Context: an optimization exercise on an open-source flow, tuned for small area, a short achievable clock period and few clock cycles. The choices shown serve that exercise and are no tape-out recipe. Only simulation tests tie the RTL to the original design; equivalence was not proved. Power figures rest on the tool's default switching activity, not on a simulated workload.

==> flow/design.v <==
`timescale 1ns/1ps
  module small_fifo
    #(parameter WIDTH = 72,
      parameter MAX_DEPTH_BITS = 3,
      parameter PROG_FULL_THRESHOLD = 2**MAX_DEPTH_BITS - 1
      )
    (
     input [WIDTH-1:0] din,      
     input          wr_en,    
     input          rd_en,    
     output reg [WIDTH-1:0]  dout,     
     output         full,
     output         nearly_full,
     output         prog_full,
     output         empty,
     input          reset,
     input          clk
     );
parameter MAX_DEPTH        = 2 ** MAX_DEPTH_BITS;
reg [WIDTH-1:0] queue [MAX_DEPTH - 1 : 0];
reg [MAX_DEPTH_BITS - 1 : 0] rd_ptr;
reg [MAX_DEPTH_BITS - 1 : 0] wr_ptr;
reg [MAX_DEPTH_BITS : 0] depth;
always @(posedge clk)
begin
   if (wr_en)
      queue[wr_ptr] <= din;
   if (rd_en)
      dout <=
	      queue[rd_ptr];
end
always @(posedge clk)
begin
   if (reset) begin
      rd_ptr <= 'h0;
      wr_ptr <= 'h0;
      depth  <= 'h0;
   end
   else begin
      if (wr_en) wr_ptr <= wr_ptr + 'h1;
      if (rd_en) rd_ptr <= rd_ptr + 'h1;
      if (wr_en & ~rd_en) depth <=
				   depth + 'h1;
      else if (~wr_en & rd_en) depth <=
				   depth - 'h1;
   end
end
assign full = depth == MAX_DEPTH;
assign prog_full = (depth >= PROG_FULL_THRESHOLD);
assign nearly_full = depth >= MAX_DEPTH-1;
assign empty = depth == 'h0;
always @(posedge clk)
begin
   if (wr_en && depth == MAX_DEPTH && !rd_en)
      $display($time, " ERROR: Attempt to write to full FIFO: %m");
   if (rd_en && depth == 'h0)
      $display($time, " ERROR: Attempt to read an empty FIFO: %m");
end
endmodule  
`timescale 1ns/1ps
  module fallthrough_small_fifo
    #(parameter WIDTH = 72,
      parameter MAX_DEPTH_BITS = 3,
      parameter PROG_FULL_THRESHOLD = 2**MAX_DEPTH_BITS - 1)
    (
     input [WIDTH-1:0] din,      
     input          wr_en,    
     input          rd_en,    
     output [WIDTH-1:0]  dout,     
     output         full,
     output         nearly_full,
     output         prog_full,
     output reg     empty,
     input          reset,
     input          clk
     );
   reg  fifo_rd_en, empty_nxt;
   small_fifo
     #(.WIDTH (WIDTH),
       .MAX_DEPTH_BITS (MAX_DEPTH_BITS),
       .PROG_FULL_THRESHOLD (PROG_FULL_THRESHOLD))
       fifo
        (.din           (din),
         .wr_en         (wr_en),
         .rd_en         (fifo_rd_en),
         .dout          (dout),
         .full          (full),
         .nearly_full   (nearly_full),
         .prog_full     (prog_full),
         .empty         (fifo_empty),
         .reset         (reset),
         .clk           (clk)
         );
   always @(*) begin
      empty_nxt  = empty;
      fifo_rd_en = 0;
      case (empty)
         1'b1: begin
            if(!fifo_empty) begin
               fifo_rd_en = 1;
               empty_nxt  = 0;
            end
         end
         1'b0: begin
            if(rd_en) begin
               if(fifo_empty) begin
                  empty_nxt = 1;
               end
               else begin
                  fifo_rd_en = 1;
               end
            end
         end
      endcase  
   end  
   always @(posedge clk) begin
      if(reset) begin
         empty <= 1'b1;
      end
      else begin
         empty <= empty_nxt;
      end
   end
   always @(posedge clk)
   begin
      if (wr_en && full) begin
         $display("%t ERROR: Attempt to write to full FIFO: %m", $time);
      end
      if (rd_en && empty) begin
         $display("%t ERROR: Attempt to read an empty FIFO: %m", $time);
      end
   end  
endmodule  
module tpp_ram #(
  parameter DEPTH_BITS = 4
) (
  input         clka,
  input         rsta,
  input  [0:0]  wea,
  input  [9:0]  addra,
  input  [63:0] dina,
  output reg [63:0] douta
);
reg [63:0] mem [0:(1<<DEPTH_BITS)-1];
wire [DEPTH_BITS-1:0] a = addra[DEPTH_BITS-1:0];
always @(posedge clka) begin
  if (wea[0])
    mem[a] <= dina;
end
always @(posedge clka) begin
  if (rsta)
    douta <= 64'd0;
  else if (wea[0])
    douta <= dina;
  else
    douta <= mem[a];
end
endmodule
module tpp
#(
    parameter C_FAMILY              = "virtex5",
    parameter C_M_AXIS_DATA_WIDTH=256,
    parameter C_S_AXIS_DATA_WIDTH=256,
    parameter C_M_AXIS_TUSER_WIDTH=128,
    parameter C_S_AXIS_TUSER_WIDTH=128,
    parameter TPP_STAGE=0,
    parameter TPP_REG_WRITE_PERMISSION = 8'b11111111,
    parameter TPP_REG0_DEFAULT = 64'd0,
    parameter TPP_REG1_DEFAULT = 64'd0,
    parameter TPP_REG2_DEFAULT = 64'd0,
    parameter TPP_REG3_DEFAULT = 64'd0,
    parameter TPP_REG4_DEFAULT = 64'd0,
    parameter TPP_REG5_DEFAULT = 64'd0,
    parameter TPP_REG6_DEFAULT = 64'd0,
    parameter TPP_REG7_DEFAULT = 64'd0
)
(
    input [63:0] tpp_reg0_in,
    input [63:0] tpp_reg1_in,
    input [63:0] tpp_reg2_in,
    input [63:0] tpp_reg3_in,
    input [63:0] tpp_reg4_in,
    input [63:0] tpp_reg5_in,
    input [63:0] tpp_reg6_in,
    input [63:0] tpp_reg7_in,
    output [63:0] tpp_reg0_out,
    output [63:0] tpp_reg1_out,
    output [63:0] tpp_reg2_out,
    output [63:0] tpp_reg3_out,
    output [63:0] tpp_reg4_out,
    output [63:0] tpp_reg5_out,
    output [63:0] tpp_reg6_out,
    output [63:0] tpp_reg7_out,
    input axi_aclk,
    input axi_resetn,
    output reg [C_M_AXIS_DATA_WIDTH - 1:0] m_axis_tdata,
    output reg [((C_M_AXIS_DATA_WIDTH / 8)) - 1:0] m_axis_tstrb,
    output reg [C_M_AXIS_TUSER_WIDTH-1:0] m_axis_tuser,
    output reg m_axis_tvalid,
    input  m_axis_tready,
    output reg m_axis_tlast,
    input [C_S_AXIS_DATA_WIDTH - 1:0] s_axis_tdata,
    input [((C_S_AXIS_DATA_WIDTH / 8)) - 1:0] s_axis_tstrb,
    input [C_S_AXIS_TUSER_WIDTH-1:0] s_axis_tuser,
    input  s_axis_tvalid,
    output s_axis_tready,
    input  s_axis_tlast
);
   function integer log2;
      input integer number;
      begin
         log2=0;
         while(2**log2<number) begin
            log2=log2+1;
         end
      end
   endfunction  
   reg [63:0] tpp_reg0, tpp_reg0_next;
   reg [63:0] tpp_reg1, tpp_reg1_next;
   reg [63:0] tpp_reg2, tpp_reg2_next;
   reg [63:0] tpp_reg3, tpp_reg3_next;
   reg [63:0] tpp_reg4, tpp_reg4_next;
   reg [63:0] tpp_reg5, tpp_reg5_next;
   reg [63:0] tpp_reg6, tpp_reg6_next;
   reg [63:0] tpp_reg7, tpp_reg7_next;
   assign tpp_reg0_out = tpp_reg0;
   assign tpp_reg1_out = tpp_reg1;
   assign tpp_reg2_out = tpp_reg2;
   assign tpp_reg3_out = tpp_reg3;
   assign tpp_reg4_out = tpp_reg4;
   assign tpp_reg5_out = tpp_reg5;
   assign tpp_reg6_out = tpp_reg6;
   assign tpp_reg7_out = tpp_reg7;
   always @(posedge axi_aclk) begin
      if(~axi_resetn) begin
	 tpp_reg0 <= TPP_REG0_DEFAULT;
	 tpp_reg1 <= TPP_REG1_DEFAULT;
	 tpp_reg2 <= TPP_REG2_DEFAULT;
	 tpp_reg3 <= TPP_REG3_DEFAULT;
	 tpp_reg4 <= TPP_REG4_DEFAULT;
	 tpp_reg5 <= TPP_REG5_DEFAULT;
	 tpp_reg6 <= TPP_REG6_DEFAULT;
	 tpp_reg7 <= TPP_REG7_DEFAULT;
      end
      else begin
	 if(~TPP_REG_WRITE_PERMISSION[0]) begin
             tpp_reg0 <= tpp_reg0_in;
         end
         else begin
             tpp_reg0 <= tpp_reg0_next;
         end
	 if(~TPP_REG_WRITE_PERMISSION[1]) begin
             tpp_reg1 <= tpp_reg1_in;
         end
         else begin
             tpp_reg1 <= tpp_reg1_next;
         end
	 if(~TPP_REG_WRITE_PERMISSION[2]) begin
             tpp_reg2 <= tpp_reg2_in;
         end
         else begin
             tpp_reg2 <= tpp_reg2_next;
         end
	 if(~TPP_REG_WRITE_PERMISSION[3]) begin
             tpp_reg3 <= tpp_reg3_in;
         end
         else begin
             tpp_reg3 <= tpp_reg3_next;
         end
	 if(~TPP_REG_WRITE_PERMISSION[4]) begin
             tpp_reg4 <= tpp_reg4_in;
         end
         else begin
             tpp_reg4 <= tpp_reg4_next;
         end
	 if(~TPP_REG_WRITE_PERMISSION[5]) begin
             tpp_reg5 <= tpp_reg5_in;
         end
         else begin
             tpp_reg5 <= tpp_reg5_next;
         end
	 if(~TPP_REG_WRITE_PERMISSION[6]) begin
             tpp_reg6 <= tpp_reg6_in;
         end
         else begin
             tpp_reg6 <= tpp_reg6_next;
         end
	 if(~TPP_REG_WRITE_PERMISSION[7]) begin
             tpp_reg7 <= tpp_reg7_in;
         end
         else begin
             tpp_reg7 <= tpp_reg7_next;
         end
      end
   end
   localparam MODULE_HEADER = 0;
   localparam HEADER_2      = 1;
   localparam INS           = 2;
   localparam INS_LOAD_REG_HOPMEM = 3;
   localparam INS_LOAD_SMEM_HOPMEM = 4;
   localparam INS_STORE_HOPMEM_REG = 5;
   localparam INS_STORE_HOPMEM_SMEM = 6;
   localparam INS_STOREC_HOPMEM_HOPMEM_REG_0 = 7;
   localparam INS_STOREC_HOPMEM_HOPMEM_REG_1 = 8;
   localparam INS_STOREC_HOPMEM_HOPMEM_REG_2 = 9;
   localparam INS_STOREC_HOPMEM_HOPMEM_SMEM_0 = 11;
   localparam INS_STOREC_HOPMEM_HOPMEM_SMEM_1 = 12;
   localparam INS_STOREC_HOPMEM_HOPMEM_SMEM_2 = 13;
   localparam IN_PACKET     = 14;
   localparam LOAD_REG_HOPMEM = 0;
   localparam LOAD_SMEM_HOPMEM = 1;
   localparam STORE_HOPMEM_REG = 2;
   localparam STORE_HOPMEM_SMEM = 3;
   localparam STOREC_HOPMEM_HOPMEM_REG = 4;
   localparam STOREC_HOPMEM_HOPMEM_SMEM = 5;
   wire [255:0] tdata_fifo_out;
   wire  [C_M_AXIS_TUSER_WIDTH-1:0] tuser_fifo_out;
   wire [31:0] tstrb_fifo_out;
   wire tlast_fifo_out;
   reg in_fifo_rd_en;
   reg [7:0] tpp_reg_addr, tpp_reg_addr_next;
   reg [3:0] tpp_hopmem_addr_0, tpp_hopmem_addr_0_next;
   reg [3:0] tpp_hopmem_addr_1, tpp_hopmem_addr_1_next;
   reg [63:0] tpp_hopmem_0, tpp_hopmem_0_next, tpp_hopmem_1, tpp_hopmem_1_next;
   reg [3:0] state, state_next;
   fallthrough_small_fifo
        #( .WIDTH(C_M_AXIS_DATA_WIDTH+C_M_AXIS_TUSER_WIDTH+C_M_AXIS_DATA_WIDTH/8+1),
           .MAX_DEPTH_BITS(2))
      input_fifo
        ( 
         .dout                           ({tlast_fifo_out, tuser_fifo_out, tstrb_fifo_out, tdata_fifo_out}),
         .full                           (),
         .nearly_full                    (in_fifo_nearly_full),
         .prog_full                      (),
         .empty                          (in_fifo_empty),
         .din                            ({s_axis_tlast, s_axis_tuser, s_axis_tstrb, s_axis_tdata}),
         .wr_en                          (s_axis_tvalid & ~in_fifo_nearly_full),
         .rd_en                          (in_fifo_rd_en),
         .reset                          (~axi_resetn),
         .clk                            (axi_aclk));
   reg ram_wr_en;
   reg [9:0] ram_addr, ram_addr_reg, ram_addr_next;
   reg [63:0] ram_din;
   wire [63:0] ram_dout;
   tpp_ram ram(axi_aclk, ~axi_resetn, ram_wr_en, ram_addr, ram_din, ram_dout);
   assign s_axis_tready = !in_fifo_nearly_full;
   always @(*) begin
      m_axis_tdata = tdata_fifo_out;
      m_axis_tuser = tuser_fifo_out;
      m_axis_tstrb = tstrb_fifo_out;
      m_axis_tlast = tlast_fifo_out;
      m_axis_tvalid = 0;
      in_fifo_rd_en = 0;
      state_next      = state;
      tpp_reg_addr_next = tpp_reg_addr;
      tpp_reg0_next = tpp_reg0;
      tpp_reg1_next = tpp_reg1;
      tpp_reg2_next = tpp_reg2;
      tpp_reg3_next = tpp_reg3;
      tpp_reg4_next = tpp_reg4;
      tpp_reg5_next = tpp_reg5;
      tpp_reg6_next = tpp_reg6;
      tpp_reg7_next = tpp_reg7;
      ram_wr_en = 0;
      ram_addr = ram_addr_reg;
      ram_din = 0;
      ram_addr_next = ram_addr_reg;
      tpp_hopmem_addr_0_next = tpp_hopmem_addr_0;
      tpp_hopmem_addr_1_next = tpp_hopmem_addr_1;
      tpp_hopmem_0_next = tpp_hopmem_0;
      tpp_hopmem_1_next = tpp_hopmem_1;
      case(state)
	MODULE_HEADER: begin
           if(~in_fifo_empty) begin
              m_axis_tvalid = 1;
              if(m_axis_tready) begin
                 in_fifo_rd_en = 1;
                 if(~m_axis_tlast) begin
                    state_next = HEADER_2;
                 end
                 else begin
                    state_next = MODULE_HEADER;
                 end
              end
           end
	end  
        HEADER_2: begin
           if(~in_fifo_empty) begin
              m_axis_tvalid = 1;
              if(m_axis_tready) begin
                 in_fifo_rd_en = 1;
                 if(~m_axis_tlast) begin
                    state_next = INS;
                 end
                 else begin
                    state_next = MODULE_HEADER;
                 end
              end
           end
        end
        INS: begin
           if(~in_fifo_empty) begin
              m_axis_tvalid = 1;
              if(m_axis_tready) begin
                 in_fifo_rd_en = 1;
                 if(~m_axis_tlast) begin
                    case(m_axis_tdata[7+TPP_STAGE*32:TPP_STAGE*32])
                       LOAD_REG_HOPMEM: begin
                          tpp_reg_addr_next = m_axis_tdata[15+TPP_STAGE*32:8+TPP_STAGE*32];
                          state_next = INS_LOAD_REG_HOPMEM;
                       end
                       LOAD_SMEM_HOPMEM: begin
                          ram_addr = m_axis_tdata[17+TPP_STAGE*32:8+TPP_STAGE*32];
                          ram_addr_next = m_axis_tdata[17+TPP_STAGE*32:8+TPP_STAGE*32];
                          state_next = INS_LOAD_SMEM_HOPMEM;
                       end
                       STORE_HOPMEM_REG: begin
                          tpp_reg_addr_next = m_axis_tdata[15+TPP_STAGE*32:8+TPP_STAGE*32];
                          state_next = INS_STORE_HOPMEM_REG;
                       end
                       STORE_HOPMEM_SMEM: begin
                          ram_addr_next = m_axis_tdata[17+TPP_STAGE*32:8+TPP_STAGE*32];
                          state_next = INS_STORE_HOPMEM_SMEM;
                       end
                       STOREC_HOPMEM_HOPMEM_REG: begin
                          tpp_reg_addr_next = m_axis_tdata[23+TPP_STAGE*32:16+TPP_STAGE*32];
                          tpp_hopmem_addr_0_next = m_axis_tdata[11+TPP_STAGE*32:8+TPP_STAGE*32];
                          tpp_hopmem_addr_1_next = m_axis_tdata[15+TPP_STAGE*32:12+TPP_STAGE*32];
                          state_next = INS_STOREC_HOPMEM_HOPMEM_REG_0;
                       end
                       STOREC_HOPMEM_HOPMEM_SMEM: begin
                          ram_addr_next = m_axis_tdata[25+TPP_STAGE*32:16+TPP_STAGE*32];
                          tpp_hopmem_addr_0_next = m_axis_tdata[11+TPP_STAGE*32:8+TPP_STAGE*32];
                          tpp_hopmem_addr_1_next = m_axis_tdata[15+TPP_STAGE*32:12+TPP_STAGE*32];
                          state_next = INS_STOREC_HOPMEM_HOPMEM_SMEM_0;
                       end
                       default: begin
                          state_next = IN_PACKET;
                       end
                    endcase
                 end
                 else begin
                    state_next = MODULE_HEADER;
                 end
              end
           end
        end
        INS_LOAD_REG_HOPMEM: begin
           case(tpp_reg_addr[2:0])
              3'd0: begin
                 m_axis_tdata[63+64*TPP_STAGE:64*TPP_STAGE] = tpp_reg0;
              end
              3'd1: begin
                 m_axis_tdata[63+64*TPP_STAGE:64*TPP_STAGE] = tpp_reg1;
              end
              3'd2: begin
                 m_axis_tdata[63+64*TPP_STAGE:64*TPP_STAGE] = tpp_reg2;
              end
              3'd3: begin
                 m_axis_tdata[63+64*TPP_STAGE:64*TPP_STAGE] = tpp_reg3;
              end
              3'd4: begin
                 m_axis_tdata[63+64*TPP_STAGE:64*TPP_STAGE] = tpp_reg4;
              end
              3'd5: begin
                 m_axis_tdata[63+64*TPP_STAGE:64*TPP_STAGE] = tpp_reg5;
              end
              3'd6: begin
                 m_axis_tdata[63+64*TPP_STAGE:64*TPP_STAGE] = tpp_reg6;
              end
              3'd7: begin
                 m_axis_tdata[63+64*TPP_STAGE:64*TPP_STAGE] = tpp_reg7;
              end
           endcase
           if(~in_fifo_empty) begin
              m_axis_tvalid = 1;
              if(m_axis_tready) begin
                 in_fifo_rd_en = 1;
                 if(~m_axis_tlast) begin
                    state_next = IN_PACKET;
                 end
                 else begin
                    state_next = MODULE_HEADER;
                 end
              end
           end
        end
        INS_LOAD_SMEM_HOPMEM: begin
           m_axis_tdata[63+64*TPP_STAGE:64*TPP_STAGE] = ram_dout;
           if(~in_fifo_empty) begin
              m_axis_tvalid = 1;
              if(m_axis_tready) begin
                 in_fifo_rd_en = 1;
                 if(~m_axis_tlast) begin
                    state_next = IN_PACKET;
                 end
                 else begin
                    state_next = MODULE_HEADER;
                 end
              end
           end
        end
        INS_STORE_HOPMEM_REG: begin
           if(~in_fifo_empty) begin
              m_axis_tvalid = 1;
              case(tpp_reg_addr[2:0])
                 3'd0: begin
                    tpp_reg0_next = m_axis_tdata[63+64*TPP_STAGE:64*TPP_STAGE];
                 end
                 3'd1: begin
                    tpp_reg1_next = m_axis_tdata[63+64*TPP_STAGE:64*TPP_STAGE];
                 end
                 3'd2: begin
                    tpp_reg2_next = m_axis_tdata[63+64*TPP_STAGE:64*TPP_STAGE];
                 end
                 3'd3: begin
                    tpp_reg3_next = m_axis_tdata[63+64*TPP_STAGE:64*TPP_STAGE];
                 end
                 3'd4: begin
                    tpp_reg4_next = m_axis_tdata[63+64*TPP_STAGE:64*TPP_STAGE];
                 end
                 3'd5: begin
                    tpp_reg5_next = m_axis_tdata[63+64*TPP_STAGE:64*TPP_STAGE];
                 end
                 3'd6: begin
                    tpp_reg6_next = m_axis_tdata[63+64*TPP_STAGE:64*TPP_STAGE];
                 end
                 3'd7: begin
                    tpp_reg7_next = m_axis_tdata[63+64*TPP_STAGE:64*TPP_STAGE];
                 end
              endcase
              if(m_axis_tready) begin
                 in_fifo_rd_en = 1;
                 if(~m_axis_tlast) begin
                    state_next = IN_PACKET;
                 end
                 else begin
                    state_next = MODULE_HEADER;
                 end
              end
           end
        end
        INS_STORE_HOPMEM_SMEM: begin
           if(~in_fifo_empty) begin
              m_axis_tvalid = 1;
              if(m_axis_tready) begin
                 in_fifo_rd_en = 1;
                 ram_din = m_axis_tdata[63+64*TPP_STAGE:64*TPP_STAGE];
                 ram_wr_en = 1;
                 if(~m_axis_tlast) begin
                    state_next = IN_PACKET;
                 end
                 else begin
                    state_next = MODULE_HEADER;
                 end
              end
           end
        end
        INS_STOREC_HOPMEM_HOPMEM_REG_0: begin
           case(tpp_hopmem_addr_0[1:0])
             2'd0: begin
                tpp_hopmem_0_next = m_axis_tdata[63:0];
             end
             2'd1: begin
                tpp_hopmem_0_next = m_axis_tdata[127:64];
             end
             2'd2: begin
                tpp_hopmem_0_next = m_axis_tdata[191:128];
             end
             2'd3: begin
                tpp_hopmem_0_next = m_axis_tdata[255:192];
             end   
           endcase
           case(tpp_hopmem_addr_1[1:0])
             2'd0: begin
                tpp_hopmem_1_next = m_axis_tdata[63:0];
             end
             2'd1: begin
                tpp_hopmem_1_next = m_axis_tdata[127:64];
             end
             2'd2: begin
                tpp_hopmem_1_next = m_axis_tdata[191:128];
             end
             2'd3: begin
                tpp_hopmem_1_next = m_axis_tdata[255:192];
             end   
           endcase
           if(~in_fifo_empty) begin
              m_axis_tvalid = 1;
              if(m_axis_tready) begin
                 in_fifo_rd_en = 1;
                 if(~m_axis_tlast) begin
                    state_next = INS_STOREC_HOPMEM_HOPMEM_REG_1;
                 end
                 else begin
                    state_next = INS_STOREC_HOPMEM_HOPMEM_REG_2;
                 end
              end
           end
        end
        INS_STOREC_HOPMEM_HOPMEM_REG_1: begin
           if(tpp_hopmem_0 == tpp_hopmem_1) begin
              case(tpp_reg_addr[2:0])
                 3'd0: begin
                    tpp_reg0_next = tpp_hopmem_1;
                 end
                 3'd1: begin
                    tpp_reg1_next = tpp_hopmem_1;
                 end
                 3'd2: begin
                    tpp_reg2_next = tpp_hopmem_1;
                 end
                 3'd3: begin
                    tpp_reg3_next = tpp_hopmem_1;
                 end
                 3'd4: begin
                    tpp_reg4_next = tpp_hopmem_1;
                 end
                 3'd5: begin
                    tpp_reg5_next = tpp_hopmem_1;
                 end
                 3'd6: begin
                    tpp_reg6_next = tpp_hopmem_1;
                 end
                 3'd7: begin
                    tpp_reg7_next = tpp_hopmem_1;
                 end
              endcase
           end
           if(~in_fifo_empty) begin
              m_axis_tvalid = 1;
              if(m_axis_tready) begin
                 in_fifo_rd_en = 1;
                 if(~m_axis_tlast) begin
                    state_next = IN_PACKET;
                 end
                 else begin
                    state_next = MODULE_HEADER;
                 end
              end
           end
        end
        INS_STOREC_HOPMEM_HOPMEM_REG_2: begin
           if(tpp_hopmem_0 == tpp_hopmem_1) begin
              case(tpp_reg_addr[2:0])
                 3'd0: begin
                    tpp_reg0_next = tpp_hopmem_1;
                 end
                 3'd1: begin
                    tpp_reg1_next = tpp_hopmem_1;
                 end
                 3'd2: begin
                    tpp_reg2_next = tpp_hopmem_1;
                 end
                 3'd3: begin
                    tpp_reg3_next = tpp_hopmem_1;
                 end
                 3'd4: begin
                    tpp_reg4_next = tpp_hopmem_1;
                 end
                 3'd5: begin
                    tpp_reg5_next = tpp_hopmem_1;
                 end
                 3'd6: begin
                    tpp_reg6_next = tpp_hopmem_1;
                 end
                 3'd7: begin
                    tpp_reg7_next = tpp_hopmem_1;
                 end
              endcase
           end
           state_next = MODULE_HEADER;
        end
        INS_STOREC_HOPMEM_HOPMEM_SMEM_0: begin
           case(tpp_hopmem_addr_0[1:0])
             2'd0: begin
                tpp_hopmem_0_next = m_axis_tdata[63:0];
             end
             2'd1: begin
                tpp_hopmem_0_next = m_axis_tdata[127:64];
             end
             2'd2: begin
                tpp_hopmem_0_next = m_axis_tdata[191:128];
             end
             2'd3: begin
                tpp_hopmem_0_next = m_axis_tdata[255:192];
             end   
           endcase
           case(tpp_hopmem_addr_1[1:0])
             2'd0: begin
                tpp_hopmem_1_next = m_axis_tdata[63:0];
             end
             2'd1: begin
                tpp_hopmem_1_next = m_axis_tdata[127:64];
             end
             2'd2: begin
                tpp_hopmem_1_next = m_axis_tdata[191:128];
             end
             2'd3: begin
                tpp_hopmem_1_next = m_axis_tdata[255:192];
             end   
           endcase
           if(~in_fifo_empty) begin
              m_axis_tvalid = 1;
              if(m_axis_tready) begin
                 in_fifo_rd_en = 1;
                 if(~m_axis_tlast) begin
                    state_next = INS_STOREC_HOPMEM_HOPMEM_SMEM_1;
                 end
                 else begin
                    state_next = INS_STOREC_HOPMEM_HOPMEM_SMEM_2;
                 end
              end
           end
        end
        INS_STOREC_HOPMEM_HOPMEM_SMEM_1: begin
            if(tpp_hopmem_0 == tpp_hopmem_1) begin
                ram_din = tpp_hopmem_1;
                ram_wr_en = 1;
            end
           if(~in_fifo_empty) begin
              m_axis_tvalid = 1;
              if(m_axis_tready) begin
                 in_fifo_rd_en = 1;
                 if(~m_axis_tlast) begin
                    state_next = IN_PACKET;
                 end
                 else begin
                    state_next = MODULE_HEADER;
                 end
              end
           end
        end
        INS_STOREC_HOPMEM_HOPMEM_SMEM_2: begin
            if(tpp_hopmem_0 == tpp_hopmem_1) begin
                ram_din = tpp_hopmem_1;
                ram_wr_en = 1;
            end
            state_next = MODULE_HEADER;
        end
	IN_PACKET: begin
           if(~in_fifo_empty) begin
              m_axis_tvalid = 1;
              if(m_axis_tready) begin
                 in_fifo_rd_en = 1;
                 if(m_axis_tlast) begin
                    state_next = MODULE_HEADER;
                 end
              end
           end
	end
      endcase  
   end  
   always @(posedge axi_aclk) begin
      if(~axi_resetn) begin
	 state <= MODULE_HEADER;
         tpp_reg_addr <= 0;
         ram_addr_reg <= 0;
         tpp_hopmem_addr_0 <= 0;
         tpp_hopmem_addr_1 <= 0;
         tpp_hopmem_0 <= 0;
         tpp_hopmem_1 <= 0;
      end
      else begin
	 state <= state_next;
         tpp_reg_addr <= tpp_reg_addr_next;
         ram_addr_reg <= ram_addr_next;
         tpp_hopmem_addr_0 <= tpp_hopmem_addr_0_next;
         tpp_hopmem_addr_1 <= tpp_hopmem_addr_1_next;
         tpp_hopmem_0 <= tpp_hopmem_0_next;
         tpp_hopmem_1 <= tpp_hopmem_1_next;
      end
   end
endmodule  
module tpp_top (
    input         axi_aclk,
    input         axi_resetn,
    input  [63:0] tpp_reg0_in,
    input  [63:0] tpp_reg1_in,
    input  [63:0] tpp_reg2_in,
    output [63:0] tpp_reg0_out,
    output [63:0] tpp_reg1_out,
    output [63:0] tpp_reg2_out,
    output [63:0] tpp_reg3_out,
    output [63:0] tpp_reg4_out,
    output [63:0] tpp_reg5_out,
    output [63:0] tpp_reg6_out,
    output [63:0] tpp_reg7_out,
    output [255:0] m_axis_tdata,
    output [31:0]  m_axis_tstrb,
    output [127:0] m_axis_tuser,
    output         m_axis_tvalid,
    input          m_axis_tready,
    output         m_axis_tlast,
    input  [255:0] s_axis_tdata,
    input  [31:0]  s_axis_tstrb,
    input  [127:0] s_axis_tuser,
    input          s_axis_tvalid,
    output         s_axis_tready,
    input          s_axis_tlast
);
   tpp
     #(.TPP_STAGE(0),
       .TPP_REG_WRITE_PERMISSION(8'b11111000),
       .TPP_REG3_DEFAULT(64'd160000))
   tpp_processor_0
     (.tpp_reg0_in(tpp_reg0_in),
      .tpp_reg1_in(tpp_reg1_in),
      .tpp_reg2_in(tpp_reg2_in),
      .tpp_reg3_in(64'd0),
      .tpp_reg4_in(64'd0),
      .tpp_reg5_in(64'd0),
      .tpp_reg6_in(64'd0),
      .tpp_reg7_in(64'd0),
      .tpp_reg0_out(tpp_reg0_out),
      .tpp_reg1_out(tpp_reg1_out),
      .tpp_reg2_out(tpp_reg2_out),
      .tpp_reg3_out(tpp_reg3_out),
      .tpp_reg4_out(tpp_reg4_out),
      .tpp_reg5_out(tpp_reg5_out),
      .tpp_reg6_out(tpp_reg6_out),
      .tpp_reg7_out(tpp_reg7_out),
      .axi_aclk(axi_aclk),
      .axi_resetn(axi_resetn),
      .m_axis_tdata(m_axis_tdata),
      .m_axis_tstrb(m_axis_tstrb),
      .m_axis_tuser(m_axis_tuser),
      .m_axis_tvalid(m_axis_tvalid),
      .m_axis_tready(m_axis_tready),
      .m_axis_tlast(m_axis_tlast),
      .s_axis_tdata(s_axis_tdata),
      .s_axis_tstrb(s_axis_tstrb),
      .s_axis_tuser(s_axis_tuser),
      .s_axis_tvalid(s_axis_tvalid),
      .s_axis_tready(s_axis_tready),
      .s_axis_tlast(s_axis_tlast));
endmodule
==> flow/run.sh <==
#!/bin/bash
# synth_recipe.tcl (not shown) runs the flow's synth.tcl, then flattens the netlist and writes it again
# the make line also repeats each setting of config.mk as NAME=value (left out here)
make -C /OpenROAD-flow-scripts/flow DESIGN_CONFIG=/design/flow/config.mk WORK_HOME=/design/flow/orfs CLKGATE_MAP_FILE= SYNTH_SCRIPT=/design/flow/synth_recipe.tcl finish
==> flow/config.mk <==
export PLATFORM = sky130hd
export DESIGN_NAME = tpp_top
export DESIGN_NICKNAME = tpp_top
export VERILOG_FILES = /design/flow/design.v
export SDC_FILE = /design/flow/constraint.sdc
export NUM_CORES = 4
export LEC_CHECK = 0
export CAP_MARGIN = 20
export CORE_MARGIN = 2
export CORE_UTILIZATION = 40
export PLACE_DENSITY = 0.6
export SLEW_MARGIN = 20
==> flow/constraint.sdc <==
create_clock -name core_clock -period 6.0 [get_ports {axi_aclk}]
set_input_delay 1.2000 -clock core_clock [delete_from_list [all_inputs] [get_ports {axi_aclk}]]
set_output_delay 1.2000 -clock core_clock [all_outputs]
set_load 0.01 [all_outputs]
==> results.txt <==
----------------------------------------------------
[Floorplan]
  Standard cell core area ... 0.369 sq mm
  Floorplan die area ... 0.375 sq mm
  Number of top-level pins ... 1544
  Chip Height ... 613 um
  Horizontal die dimension ... 613 um
  Placement Rows ... 223
  Initial standard-cell utilization of the core ... 0.402

[Synth]
  Largest family of logic cells by synthesized area ... multiplexers
  Netlist area before placement ... 0.148 sq mm
  Ys Warns ... 7
  Count leader, synth ... sky130_fd_sc_hd__edfxtp_1
  Most used standard cells in the synthesized netlist ... sky130_fd_sc_hd__edfxtp_1 (3109), sky130_fd_sc_hd__mux2i_1 (788), sky130_fd_sc_hd__dfxtp_1 (727)
  Synth area leaders ... sky130_fd_sc_hd__edfxtp_1 (63%), sky130_fd_sc_hd__dfxtp_1 (9.8%), sky130_fd_sc_hd__mux4_2 (8.6%)
  Number of distinct library cells after synthesis ... 63
  Mean Syn Cell Area ... 17.0 sq um
  Share of cell area taken by muxes after synthesis ... 0.141
  Sequential share of the synthesized area ... 0.728
  Seq cells post-synth ... approximately 3800
  Simple-gate portion of the synthesized area ... 0.0385
  Area share of xor/xnor cells in the synthesized design ... 0.00437
  Synth Area in Compound Gates ... 0.0529
  Adder and majority cell fraction of the synthesized area ... 0.000557
  Most used flip-flop cell after synthesis ... sky130_fd_sc_hd__edfxtp_1
  Top-area cell type share of the netlist area ... 0.630
  EDFF count, synth ... 3109
  Library cell with the largest summed area after synthesis ... sky130_fd_sc_hd__edfxtp_1
  Syn Nets ... 9326
  Async set or reset register ratio after synthesis ... 0
  Synth Instances ... between 8000 and 9000

[Outcome]
  Outcome ... complete, no violations

[Final layout]
  Final instance count without filler cells ... 15372
  Number of fill cells in the layout ... 30698
  Largest register FFs ... roughly 1700
  Register containing the most flip-flops in the final layout ... tpp_processor_0.input_fifo.fifo.queue
  Share of layout cells above drive strength 1 ... 0.148
  Area growth from synthesis to final layout ... 22.2%
  Biggest registers after layout ... tpp_processor_0.input_fifo.fifo.queue x1668, tpp_processor_0.ram.mem x1024, tpp_processor_0.input_fifo.fifo.dout x417
  Final Cell Area ... 0.181 sq mm
  Count of nets after finishing ... 10639

[Worst setup path]
  Arrival @ worst endpoint ... around 4700 ps
  CP startpoint kind ... register
  CP Capture Type ... output port
  Largest fanout on the critical path ... 26
  Critical setup path kind ... reg2out
  Critical Path RT ... 4800 ps

[STA]
  Worst-case headroom to the max-slew limit ... 0.256
  Final setup TNS ... 0 ps
  Hold Slack ... 466 ps
  F_max ... around 170 MHz
  Period utilisation layout ... 0.989
  Max-slew violation count ... 0
  Actual transition at the worst max-transition pin ... 1090 ps
  Setup repair after global routing missed its margin ... false
  Worst clock skew ... a little over 100 ps
  Count of endpoints failing setup in the final report ... 0
  Period minus WS final ... 5930 ps
  Total count of hold-check failures in the final report ... 0

[Global route]
  Global-route wire length before repair ... roughly 740000 um
  GRT Util Overall ... 0.291
  Total gr overflow ... 0
  Via count of the first global-routing pass ... 85633
  Pin count of the biggest net entering global routing ... around 170
  Antenna violations before repair ... between 150 and 200

[CTS]
  Worst-Skew Late Latency ... 980 ps
  CTS root buf ... sky130_fd_sc_hd__clkbuf_16
  CTS H-tree lvls ... 5
  CTS clock-pin slew for the worst setup and hold paths ... 70 ps
  Total setup buffers inserted after CTS ... 0
  CTS buffer count ... 398
  Worst-case clock buffer depth ... 4
  Hold-fix buffers, CTS ... 0
  TritonCTS clock tree ... built
  Clock sinks ... roughly 3800

[Route]
  Number of design rule violations left after detail routing ... 0
  Drt total wl ... 561000 um
  Total number of vias ... between 80000 and 90000
  Number of iterations in the first detailed-routing pass ... 6
  Initial DRC count ... 11649
  WL/cell ... 36.5 um
  Vias per cell ... 5.76
  Post-route ant nets ... 0

[Pwr]
  Sw Ratio ... 0.286
  Power density cells ... 407 mW/mm^2
  Share of power burned in combinational logic ... 0.191
  Net switching power ... 21.1 mW
  Internal Pwr Total ... 52.6 mW
  Relative contribution of sequential cells to total power ... 0.478
  Total power draw ... 73.7 mW
  Worst ir drop on vdd ... 0.355 mV
  Leakage dissipation ... approximately 61 nW
  Clock Power Share ... 0.331

[Flow run]
  Max-cap violation count ... 0

[Place]
  Cells after DPL ... between 10000 and 15000
  Routability congestion estimate from global placement ... 0.918
  Port Buffer Count ... 1543
  Estimated wirelength of the detail-placed design ... between 300000 and 400000 um
  Area after DPL ... 0.168 sq mm

[Worst hold path]
  Min-delay worst type ... reg2reg

----------------------------------------------------
[worst paths after layout]
| path | end | cells past startpoint | slack [ps] | startpoint |
|---|---|---|---|---|
| worst max register to register | tpp_processor_0.tpp_reg6[16] | 9 | 1220 | tpp_processor_0.tpp_hopmem_1[42] |
| worst min-delay path | tpp_processor_0.tpp_hopmem_0[47] | 2 | 470 | tpp_processor_0.tpp_hopmem_0[47] |
| worst min register to register | tpp_processor_0.tpp_hopmem_0[47] | 2 | 470 | tpp_processor_0.tpp_hopmem_0[47] |
| worst max-delay path | m_axis_tdata[54] | 6 | 70 | tpp_processor_0.tpp_reg_addr[1] |
[stage by stage]
step | util | worst slack, ps
6_report | 0.491 | 66.7
3_3_place_gp | 0.456 | 709
4_1_cts | 0.490 | 6.09
5_1_grt | 0.491 | 13.6
3_5_place_dp | 0.456 | 701
2_1_floorplan | - | -1270
[cell usage in the layout (no fill, tap or decap), types with 67 or more instances in the layout]
master                            netlist  final
sky130_fd_sc_hd__nand2b_1              78     78
sky130_fd_sc_hd__o22ai_1              265    265
sky130_fd_sc_hd__nor4_1                71     71
sky130_fd_sc_hd__a211oi_1             228    227
sky130_fd_sc_hd__nand3_1               68     67
sky130_fd_sc_hd__o21ai_0              289    288
sky130_fd_sc_hd__clkdlybuf4s50_1        0   1541
sky130_fd_sc_hd__nor2_1               214    193
sky130_fd_sc_hd__a21oi_1              288    288
sky130_fd_sc_hd__dfxtp_1              727    715
sky130_fd_sc_hd__clkinv_2               0     83
sky130_fd_sc_hd__clkbuf_16              0    401
sky130_fd_sc_hd__edfxtp_1            3109   3109
sky130_fd_sc_hd__diode_2                0     69
sky130_fd_sc_hd__mux2i_1              788    782
sky130_fd_sc_hd__nand2_1              539    533
sky130_fd_sc_hd__and2_1               194    193
sky130_fd_sc_hd__buf_4                363    217
sky130_fd_sc_hd__xnor2_1               69     69
sky130_fd_sc_hd__clkbuf_1             333     92
sky130_fd_sc_hd__mux4_2               564    564
[power groups by stage]
stage / combinational (mW) / sequential [mW] / clock, mW
finish: 14.1 / 35.2 / 24.4
global route: 14.7 / 35.4 / 25.7
CTS: 14.3 / 35.1 / 24.7
detailed placement: 14.2 / 35.6 / 0
global placement: 14.1 / 35.5 / 0
floorplan: 8.08 / 34.2 / 0
[final cells by class]
class	count	area, sq um	share of cell area
tap	4950	6190	0.0342
clock buffer	518	10700	0.0592
timing repair buffer	1823	18300	0.101
inverter	18	80.1	0.000442
sequential	3836	108000	0.596
antenna	69	173	0.000954
clock inverter	215	2050	0.0113
multi-input combinational	3943	35600	0.196
[what timing repair did]
item,CTS,global route
gates resized for setup,5,2
pin swaps,0,0
endpoints found under the setup margin,5,9
[layer usage]
layer  track usage  share of wire  vias to the layer above
li1              -              -                    36539
met5             0        0.00087                        -
met2         0.454           0.46                     4708
met4         0.134          0.051                       76
met3        0.0965           0.11                     1043
met1         0.367           0.37                    46192
[worst max-delay path, stage by stage (launching register included)]
cell and delay (ps):
sky130_fd_sc_hd__dfxtp_4 780, sky130_fd_sc_hd__buf_6 450, sky130_fd_sc_hd__mux2i_1 490, sky130_fd_sc_hd__o21ai_0 340, sky130_fd_sc_hd__a221oi_1 720, sky130_fd_sc_hd__o21ai_0 280, sky130_fd_sc_hd__clkdlybuf4s50_1 660
[logic make-up (layout without fill, tap and decap cells)]
| kind of cell | after synthesis | count (layout) |
|---|---|---|
| fa+ha+maj | 6 | 6 |
| buf+inv | 928 | 2574 |
| mux | 1374 | 1374 |
| xor+xnor | 74 | 74 |
| flops | 3836 | 3836 |
| compound gates | 1265 | 1265 |
| other cells | 0 | 69 |
| simple gates | 1224 | 1224 |
Testbench counts, summed over its fixed seeds: cycles 16,647.

==> what the ideal ports hide <==
Ports are ideal in the flow. The routed layout listed here was re-timed in OpenROAD. Step 1: set_driving_cell puts a clkbuf_16 on axi_aclk and a buf_2 on each other input, an assumption about the parent block. Step 2, shift: input delay + t, output delay - t, t = (earliest + latest rising clock arrival at the registers) / 2. This alone moves slack from input paths to output paths. Slacks: ideal ports / drivers / drivers and shift; pairs: ideal ports / drivers.
t (ns): 1.055
setup WS [ns]: 0.067 / -0.054 / 0.765
clock arrival spread, ns: 0.109 / 0.109
worst slew at a driven data input, ns: 0.33
pins driven straight from the clock port: 1
After both steps setup and hold are still met in this run. For this run, drivers alone change the setup slack by -0.121 ns; drivers and shift together by +0.698 ns.
